What follows belongs to an exercise in optimizing a design on an open flow for small area; a production flow would make more cautious choices.
Where RTL was checked, it was by simulation tests only, not by an equivalence proof against the original.
Function not checked in run 2: the RTL went through the layout flow alone.
Power figures rest on the tool's default switching activity, not on a simulated workload.

### run.sh
#!/bin/bash
# synth_recipe.tcl (not shown) runs the flow's synth.tcl, then flattens the netlist and writes it again
# the make line also repeats each setting of config.mk as NAME=value (left out here)
make -C /OpenROAD-flow-scripts/flow DESIGN_CONFIG=/design/flow/config.mk WORK_HOME=/design/flow/orfs CLKGATE_MAP_FILE= SYNTH_SCRIPT=/design/flow/synth_recipe.tcl finish
### config.mk
export PLATFORM = sky130hd
export DESIGN_NAME = apb_periph
export DESIGN_NICKNAME = apb_periph
export VERILOG_FILES = /design/flow/design.v
export SDC_FILE = /design/flow/constraint.sdc
export NUM_CORES = 4
export LEC_CHECK = 0
export CAP_MARGIN = 20
export CORE_MARGIN = 2
export CORE_UTILIZATION = 40
export SLEW_MARGIN = 20
### constraint.sdc
create_clock -name core_clock -period 5.0 [get_ports {pclk}]
set_input_delay 1.0000 -clock core_clock [delete_from_list [all_inputs] [get_ports {pclk}]]
set_output_delay 1.0000 -clock core_clock [all_outputs]
set_load 0.01 [all_outputs]
### design.v
module some_registers
  (
   input wire        pclk,
   input wire        preset_n,
   input wire        penable,
   input wire [7:0]  paddr,
   input wire        pwrite,
   input wire [31:0] pwdata,
   input wire [3:0]  pstrb,
   input wire [2:0]  pprot,
   input wire        psel,
   output wire [31:0] prdata,
   output wire       pready
);
   wire [1:0]        wordaddr;
   reg [31:0]        registers[3:0];  
   assign wordaddr = paddr[3:2];
   assign pready = penable;
   assign prdata = registers[wordaddr];
   always @(posedge pclk)
     if (preset_n & psel & !penable & pwrite) begin
        if (pstrb[0]) registers[wordaddr][7:0] <= pwdata[7:0];
        if (pstrb[1]) registers[wordaddr][15:8] <= pwdata[15:8];
        if (pstrb[2]) registers[wordaddr][23:16] <= pwdata[23:16];
        if (pstrb[3]) registers[wordaddr][31:24] <= pwdata[31:24];
     end
endmodule
module pwm_controller
  #(parameter WIDTH = 16)
  (
   input wire        pclk,
   input wire        preset_n,
   input wire        penable,
   input wire [7:0]  paddr,
   input wire        pwrite,
   input wire [31:0] pwdata,
   input wire [3:0]  pstrb,
   input wire [2:0]  pprot,
   input wire        psel,
   output wire [31:0] prdata,
   output wire       pready,
   output wire       pwm_out
);
   reg [WIDTH-1:0]   counter;
   reg [WIDTH-1:0]   counter_limit;  
   reg [WIDTH-1:0]   on_limit;       
   wire              addr0 = (paddr == 8'h0);
   assign pwm_out = counter < on_limit;
   assign pready = penable;
   assign prdata = {{(32-WIDTH){1'b0}}, addr0 ? counter_limit : on_limit};
   always @(posedge pclk or negedge preset_n)
     if(!preset_n) begin
        counter <= {WIDTH{1'b0}};
        counter_limit <= {WIDTH{1'b0}};
        on_limit <= {WIDTH{1'b0}};
     end else begin
        if (psel & !penable & pwrite) begin
           if (addr0)
             counter_limit <= pwdata[WIDTH-1:0];
           else
             on_limit <= pwdata[WIDTH-1:0];
        end
        if (counter >= counter_limit)
          counter <= {WIDTH{1'b0}};
        else
          counter <= counter + 1'b1;
     end
endmodule
module apb_periph
  (
   input wire        pclk,
   input wire        preset_n,
   input wire        penable,
   input wire [7:0]  paddr,
   input wire        pwrite,
   input wire [31:0] pwdata,
   input wire [3:0]  pstrb,
   input wire [2:0]  pprot,
   input wire        psel1,
   output wire [31:0] prdata1,
   output wire       pready1,
   input wire        psel2,
   output wire [31:0] prdata2,
   output wire       pready2,
   output wire       led
);
   some_registers some_registers0
     (
      .pclk(pclk),
      .preset_n(preset_n),
      .penable(penable),
      .paddr(paddr),
      .pwrite(pwrite),
      .pwdata(pwdata),
      .pstrb(pstrb),
      .pprot(pprot),
      .psel(psel1),
      .prdata(prdata1),
      .pready(pready1)
      );
   pwm_controller pwm_controller0
     (
      .pclk(pclk),
      .preset_n(preset_n),
      .penable(penable),
      .paddr(paddr),
      .pwrite(pwrite),
      .pwdata(pwdata),
      .pstrb(pstrb),
      .pprot(pprot),
      .psel(psel2),
      .prdata(prdata2),
      .pready(pready2),
      .pwm_out(led)
      );
endmodule
==> results.json, run 1 <==
{
  "fin_crit_sh_pct": 81.5,
  "peakVddDrop_mv": 0.234,
  "grt_pass1_vias": 4698,
  "r2r_slack_ps": 2350,
  "leakage_uw": 0.00353,
  "hp-start": "pwm_controller0.counter_limit[3]$_DFFE_PN0P_",
  "clock.fmax_mhz": 246,
  "synth-seq-cells": 176,
  "vias": 4398,
  "synth.cell_area_sq_um": 7680,
  "synthDistinctLibCells": 38,
  "cp_max_fo": 15,
  "final_common_cell": "edfxtp_1",
  "ff2ff_path_depth": 6,
  "synth_edf_count": 128,
  "cts_root_buffer": "clkbuf_16",
  "dr.pass1.iters": 4,
  "clk_latency_ps": 420,
  "cts_tree": "built",
  "tightest_slew_ps": 1030,
  "powerDensity_nw_per_um2": 340,
  "finalClockSkew_ps": 8.50,
  "fin_nets": 711,
  "gp_congestion": 0.837,
  "cts_buffers": 17,
  "io_pins": 120,
  "num_rows": 50,
  "post_cts_buffers": 0,
  "setup_tns_ps": 0,
  "cts_resized": 0,
  "fin_total_pwr_uw": 3210,
  "arrival_ps": 3070,
  "maxSlewViolCount": 0,
  "via_per_inst": 5.04,
  "min_path_cells": 1,
  "cts_max_path_buffers": 2,
  "syn_to_final_growth_pct": 23.0,
  "max_cap_violations": 0,
  "r2r_start": "pwm_controller0.counter[13]$_DFF_PN0_",
  "clk_pin_slew_ps": 70,
  "hold_buffers": 0,
  "min_to": "pwm_controller0.counter_limit[3]$_DFFE_PN0P_",
  "core_sq_um": 18800,
  "dp_hpwl_um": 10700,
  "avgSynthCellArea_sq_um": 14.9,
  "grt_pass1_wl_um": 24300,
  "drc": 0,
  "cts_num_sinks": 176,
  "crit_required_ps": 4000,
  "hp-class": "reg -> reg",
  "dieArea_sq_um": 20300,
  "drive_above_1_share_pct": 15.0,
  "drt_iter0_markers": 248,
  "cp-start-kind": "primary input",
  "layout_min_cycle_time_ps": 4070,
  "htreeDepth": 4,
  "setup_violations": 0,
  "ys_seq_area_share_pct": 65.7,
  "overflow": 0,
  "hold_violations": 0,
  "regToRegEndpoint": "pwm_controller0.counter[5]$_DFF_PN0_",
  "die_h_um": 143,
  "routedWlPerCell_um": 17.6,
  "die_w_um": 143,
  "antennaDiodeCount": 0,
  "start_util_pct": 40.9,
  "final_util_pct": 50.3,
  "grt.total_usage_pct": 15.9,
  "mostFrequentLayoutCells": "128 x edfxtp_1, 97 x clkdlybuf4s50_1, 48 x dfrtp_1",
  "final_antenna_net_count": 0,
  "wirelength_um": 15400,
  "rsz0062_at_grt": "no",
  "async_flop_share_pct": 27.3,
  "worstSetupPathType": "in -> out",
  "synth_ff_type": "edfxtp_1",
  "grt_antenna_before_repair": 0,
  "port_buffers": 100,
  "relSlewSlack_pct": 31.2,
  "end_kind": "output pin",
  "syn_inst": 517,
  "yosys_warnings": 2,
  "outcome": "complete, no violations",
  "grt_start_max_net_pins": 49
}
==> cell usage after synthesis, types with 2 or more instances <==
| cell | number | share of area (%) |
|---|---|---|
| nand2b_1 | 3 | 0.24 |
| a21oi_1 | 9 | 0.59 |
| buf_4 | 18 | 1.8 |
| and3_1 | 5 | 0.41 |
| buf_1 | 3 | 0.15 |
| xnor2_1 | 9 | 1.0 |
| nand2_1 | 47 | 2.3 |
| clkbuf_1 | 10 | 0.49 |
| nor4_1 | 2 | 0.16 |
| o21ai_0 | 35 | 2.3 |
| mux4_2 | 32 | 9.4 |
| ha_1 | 32 | 5.2 |
| dfrtp_1 | 48 | 16 |
| mux2_2 | 18 | 2.6 |
| a21o_1 | 3 | 0.29 |
| nand4_1 | 6 | 0.49 |
| nand3_1 | 6 | 0.39 |
| a2111oi_0 | 2 | 0.23 |
| xor2_1 | 4 | 0.46 |
| nor3_1 | 9 | 0.59 |
| edfxtp_1 | 128 | 50 |
| or3_1 | 2 | 0.16 |
| nor2_1 | 32 | 1.6 |
| buf_2 | 4 | 0.26 |
| inv_1 | 37 | 1.8 |
==> flip-flops by register name (all words and copies together) (netlist names) <==
register	count
pwm_controller0.counter	16
pwm_controller0.counter_limit	16
pwm_controller0.on_limit	16
some_registers0.registers	128
==> worst max-delay path: stages <==
cell and delay [ps]:
clkdlybuf4s50_1 400, nor4_1 300, buf_4 200, nand2_1 70, buf_4 210, o21ai_0 280, clkdlybuf4s50_1 610
==> kinds of logic after synthesis <==
group	after synthesis	share of synthesized area, %
AOI/OAI and AO/OA	56	4.17
xor gates and xnor gates	13	1.48
adders and majority gates	32	5.21
buffers and inverters	73	4.61
DFF	176	65.7
muxes	50	12.0
other	1	0.0488
and+or+nand+nor	116	6.75
==> report_power, final <==
| group | internal, uW | leakage (uW) | switching [uW] |
|---|---|---|---|
| Clock | 690 | 0.000267 | 557 |
| Combinational | 166 | 0.00147 | 169 |
| Sequential | 1600 | 0.00179 | 21.2 |
| Total | 2460 | 0.00353 | 747 |
==> area by class of cell <==
cell class	count	area, sq um
clock buffer	17	425
tap	234	293
inverter	37	139
timing repair buffer	111	1070
multi-input combinational	283	2340
sequential	176	5040
clock inverter	15	135
fill	1613	9330
==> routing by layer <==
layer / GRT usage [%] / wire [um] / vias up
li1: - / - / 2091
met1: 20.0 / 6830 / 2196
met2: 27.8 / 7780 / 99
met3: 3.70 / 642 / 12
met4: 4.06 / 146 / 0
met5: 0 / 0 / -
==> how the worst max path moves through the flow <==
stage | from | endpoint | slack, ps | cells past startpoint
after floorplan | paddr[2] | prdata1[18] | 1830 | 3
after global placement | paddr[7] | prdata2[5] | 930 | 7
after detailed placement | paddr[7] | prdata2[6] | 950 | 7
after CTS | paddr[7] | prdata2[6] | 920 | 7
after global routing | paddr[7] | prdata2[6] | 760 | 7
final | paddr[7] | prdata2[6] | 930 | 7
==> per-stage QoR <==
step	setup WS, ps	std cells	hold slack, ps	instance area, sq um
floorplan	1830	532	479	7730
global placement	929	841	488	8880
detailed placement	949	841	494	8880
CTS	919	873	509	9440
global route	760	873	521	9440
finish	927	873	508	9440
==> run 2: changes to the inputs <==
--- a/design.v
+++ b/design.v
@@ -10,18 +10,30 @@
    input wire [2:0]  pprot,
    input wire        psel,
-   output wire [31:0] prdata,
-   output wire       pready
+   output reg [31:0] prdata,
+   output reg        pready
 );
    wire [1:0]        wordaddr;
    reg [31:0]        registers[3:0];  
    assign wordaddr = paddr[3:2];
-   assign pready = penable;
-   assign prdata = registers[wordaddr];
+   always @(posedge pclk or negedge preset_n)
+     if(!preset_n) begin
+        pready <= 1'b0;
+     end else begin
+        if (psel & !penable) begin
+           pready <= 1'b1;
+        end else begin 
+           pready <= 1'b0;
+        end
+     end
    always @(posedge pclk)
-     if (preset_n & psel & !penable & pwrite) begin
-        if (pstrb[0]) registers[wordaddr][7:0] <= pwdata[7:0];
-        if (pstrb[1]) registers[wordaddr][15:8] <= pwdata[15:8];
-        if (pstrb[2]) registers[wordaddr][23:16] <= pwdata[23:16];
-        if (pstrb[3]) registers[wordaddr][31:24] <= pwdata[31:24];
+     if (preset_n & psel & !penable) begin
+        if (pwrite) begin
+           if (pstrb[0]) registers[wordaddr][7:0] <= pwdata[7:0];
+           if (pstrb[1]) registers[wordaddr][15:8] <= pwdata[15:8];
+           if (pstrb[2]) registers[wordaddr][23:16] <= pwdata[23:16];
+           if (pstrb[3]) registers[wordaddr][31:24] <= pwdata[31:24];
+        end else begin
+           prdata <= registers[wordaddr];
+        end
      end
 endmodule
@@ -38,6 +50,6 @@
    input wire [2:0]  pprot,
    input wire        psel,
-   output wire [31:0] prdata,
-   output wire       pready,
+   output reg [31:0] prdata,
+   output reg        pready,
    output wire       pwm_out
 );
@@ -45,19 +57,22 @@
    reg [WIDTH-1:0]   counter_limit;  
    reg [WIDTH-1:0]   on_limit;       
-   wire              addr0 = (paddr == 8'h0);
    assign pwm_out = counter < on_limit;
-   assign pready = penable;
-   assign prdata = {{(32-WIDTH){1'b0}}, addr0 ? counter_limit : on_limit};
    always @(posedge pclk or negedge preset_n)
      if(!preset_n) begin
+        pready <= 1'b0;
         counter <= {WIDTH{1'b0}};
         counter_limit <= {WIDTH{1'b0}};
         on_limit <= {WIDTH{1'b0}};
      end else begin
-        if (psel & !penable & pwrite) begin
-           if (addr0)
-             counter_limit <= pwdata[WIDTH-1:0];
-           else
-             on_limit <= pwdata[WIDTH-1:0];
+        if (psel & !penable) begin
+           if (pwrite) begin
+              if (paddr == 8'h0)
+                counter_limit <= pwdata[WIDTH-1:0];
+              else
+                on_limit <= pwdata[WIDTH-1:0];
+           end
+           pready <= 1'b1;
+        end else begin 
+           pready <= 1'b0;
         end
         if (counter >= counter_limit)
@@ -65,4 +80,11 @@
         else
           counter <= counter + 1'b1;
+     end
+   always @(posedge pclk)
+     if (preset_n & psel & !penable & !pwrite) begin
+        if (paddr == 8'h0)
+          prdata <= {{(32-WIDTH){1'b0}}, counter_limit};
+        else
+          prdata <= {{(32-WIDTH){1'b0}}, on_limit};
      end
 endmodule
==> results.json, run 2 <==
{
  "outcome": "complete, no violations",
  "cp-start-kind": "flip-flop",
  "synth_edf_count": 176,
  "final_common_cell": "edfxtp_1",
  "final_cells": 987,
  "switchingPower_uw": 848,
  "cts_resized": 0,
  "num_rows": 55,
  "startpoint": "pwm_controller0.counter[9]$_DFF_PN0_",
  "fin_ws_ps": 988,
  "rsz0062_at_grt": "no",
  "layout_min_cycle_time_ps": 4010,
  "dr.pass1.iters": 4,
  "cts_buffers": 24,
  "setup_violations": 0,
  "synth_ff_type": "edfxtp_1",
  "leakage_uw": 0.00410,
  "vias": 4927,
  "mostFrequentLayoutCells": "176 x edfxtp_1, 97 x clkdlybuf4s50_1, 50 x dfrtp_1",
  "synth.cell_area_sq_um": 9190,
  "synth.most_common_cell": "edfxtp_1",
  "end_kind": "output pin",
  "io_pins": 120,
  "swShare_pct": 21.2,
  "antennaDiodeCount": 0,
  "final_antenna_net_count": 0,
  "via_per_inst": 4.99,
  "grt.total_usage_pct": 15.0,
  "yosys_warnings": 2,
  "reg_top3": "some_registers0.registers x128, some_registers0.prdata x32",
  "fin_crit_sh_pct": 80.2,
  "relSlewSlack_pct": 37.9,
  "tightest_slew_ps": 932,
  "powerDensity_nw_per_um2": 357,
  "num-fill-cells": 1909,
  "avgSynthCellArea_sq_um": 16.2,
  "syn_inst": 567,
  "peakVddDrop_mv": 0.205,
  "cts_max_path_buffers": 3,
  "seqPwrFrac_pct": 52.5,
  "port_buffers": 100,
  "hold_buffers": 0,
  "multi_input_area_sq_um": 2370,
  "routedWlPerCell_um": 18.1,
  "fin_nets": 769,
  "maxSlewViolCount": 0,
  "dpl-instance-area_sq_um": 10500,
  "max_cap_violations": 0,
  "top_register": "some_registers0.registers",
  "grt_antenna_before_repair": 0,
  "synth_top_area_share_pct": 57.5,
  "dp.cells": 943,
  "hp-class": "in -> async",
  "pwr-share-comb_pct": 6.5,
  "synth_common_cells": "176 x edfxtp_1, 50 x dfrtp_1, 49 x nand2_1",
  "cts_tree": "built",
  "drive_above_1_share_pct": 13.7,
  "die_w_um": 156,
  "hold_violations": 0,
  "core_sq_um": 22600,
  "cp_max_fo": 5,
  "crit_required_ps": 4000,
  "post_cts_buffers": 0,
  "worstSetupPathType": "reg -> out",
  "synth_area_leaders": "edfxtp_1 58%, dfrtp_1 14%, mux4_2 7.8%, ha_1 4.4%, mux2_2 2.2%",
  "wirelength_um": 17900,
  "drc": 0,
  "setup_tns_ps": 0,
  "htreeDepth": 1,
  "r2r_slack_ps": 2400,
  "power_frac_clock_pct": 40.9,
  "grt_start_max_net_pins": 40,
  "grt_pass1_wl_um": 27800,
  "grt_pass1_vias": 5188,
  "cts_root_buffer": "clkbuf_16",
  "largest_reg_flops": 128,
  "finalClockSkew_ps": 4.94,
  "r2r_start": "pwm_controller0.counter[14]$_DFF_PN0_",
  "clk_pin_slew_ps": 60,
  "dieArea_sq_um": 24200,
  "async_flop_share_pct": 22.1,
  "dp_hpwl_um": 12200,
  "hold_ws_ps": 431,
  "clk_latency_ps": 500,
  "p_int_uw": 3150,
  "pre_cts_slack_ps": 1570,
  "syn_to_final_growth_pct": 21.7,
  "drt_iter0_markers": 277,
  "gp_congestion": 0.821,
  "arrival_ps": 3010,
  "die_h_um": 156,
  "clock.fmax_mhz": 249,
  "start_util_pct": 40.7,
  "regArea_sq_um": 6540,
  "fin_area_sq_um": 11200,
  "cts_num_sinks": 226,
  "overflow": 0,
  "synth-seq-cells": 226,
  "synthDistinctLibCells": 36,
  "yosysTopAreaCell": "edfxtp_1",
  "ys_seq_area_share_pct": 71.1
}
==> run 2: changes by cell type in the layout (fill, tap and decap cells not counted), moves of 3 or more <==
cell | previous run | this run
inv_6 | 4 | 0
edfxtp_1 | 128 | 176
clkinv_4 | 5 | 0
clkinv_2 | 0 | 3
clkbuf_1 | 0 | 6
clkinv_1 | 3 | 9
xor2_1 | 4 | 10
clkbuf_16 | 17 | 25
nand3_1 | 6 | 9
xnor2_1 | 9 | 4
==> run 2: path summary, 6_finish.rpt <==
kind | to | depth (start not counted)
setup / recovery | led | 7
hold / removal | pwm_controller0.on_limit[5]$_DFFE_PN0P_ | 1
setup reg to reg | pwm_controller0.counter[15]$_DFF_PN0_ | 6
hold reg to reg | pwm_controller0.counter_limit[1]$_DFFE_PN0P_ | 1
max in group asynchronous | pwm_controller0.counter_limit[8]$_DFFE_PN0P_ | 2
min in group core_clock | pwm_controller0.counter_limit[1]$_DFFE_PN0P_ | 1
==> run 2: power by group through the flow <==
stage | sequential (uW) | combinational, uW | clock [uW]
floorplan | 2130 | 157 | 0
CTS | 2100 | 265 | 1680
finish | 2100 | 261 | 1640
global placement | 2130 | 256 | 0
detailed placement | 2140 | 263 | 0
global route | 2100 | 290 | 1750
==> run 2: area by class of cell <==
class,count,area share [%]
clock buffers,31,5.80
well taps,285,3.19
multi-input cells,287,21.2
repair buffers,110,9.49
flip-flops and latches,226,58.5
inverters,35,1.17
clock inverters,13,0.705
==> run 2: per-layer routing <==
layer / vias to the layer above / track usage (%) / wire (um)
li1: 2319 / - / -
met1: 2449 / 19.1 / 7620
met2: 131 / 26.5 / 9020
met3: 28 / 2.72 / 898
met4: 0 / 4.19 / 364
met5: - / 0 / 0
==> run 2: cell families (layout without fill, tap and decap cells) <==
logic type / Yosys count / in the layout / synth area share (%)
simple gates: 122 / 122 / 6.14
xor+xnor: 14 / 14 / 1.33
flops: 226 / 226 / 71.1
other cells: 1 / 16 / 0.0408
buf+inv: 69 / 189 / 3.68
fa+ha+maj: 32 / 32 / 4.36
compound gates: 53 / 53 / 3.25
mux: 50 / 50 / 10.1
==> run 2: per-stage QoR <==
stage,util (%),power [uW]
3_3_place_gp,46.3,2390
2_1_floorplan,-,2290
3_5_place_dp,46.3,2400
6_report,49.5,3990
4_1_cts,49.5,4040
5_1_grt,49.5,4140
==> run 2: critical path: stages, from the launching register on <==
cell and delay [ps]:
dfrtp_1 440, ha_1 320, a21oi_1 150, nor2_1 70, a211oi_1 220, o21ai_0 120
a2111oi_0 550, clkdlybuf4s50_1 650

-- port drivers added, routing unchanged --
In the flow no input, the clock included, has a driving cell. The finished layouts below were timed again as built, in two steps.
Step 1 (the two cells are an assumption about what drives the block):
set clk [get_ports {pclk}]
set_driving_cell -lib_cell sky130_fd_sc_hd__clkbuf_16 $clk
set_driving_cell -lib_cell sky130_fd_sc_hd__buf_2 [delete_from_list [all_inputs] $clk]
Step 2 times the ports against the registers' clock, not the clock port: input delays grow and output delays shrink by t, the midpoint of the rising clock arrivals with the driver on.
Slacks: ideal ports / drivers / drivers and shift; pairs: ideal ports / drivers.
| run | t, ns | setup WS [ns] | slew at the worst register clock pin (ns) | worst slew at a driven data input, ns |
|---|---|---|---|---|
| run 1 | 0.456 | 0.927 / 0.902 / 0.902 | 0.07 / 0.07 | 0.05 |
| run 2 | 0.537 | 0.988 / 0.945 / 1.482 | 0.06 / 0.06 | 0.04 |
After both steps setup and hold are still met in every run listed. The setup slack of run 1, which loses most, moves by -0.025 ns with the drivers and by -0.025 ns with both steps.
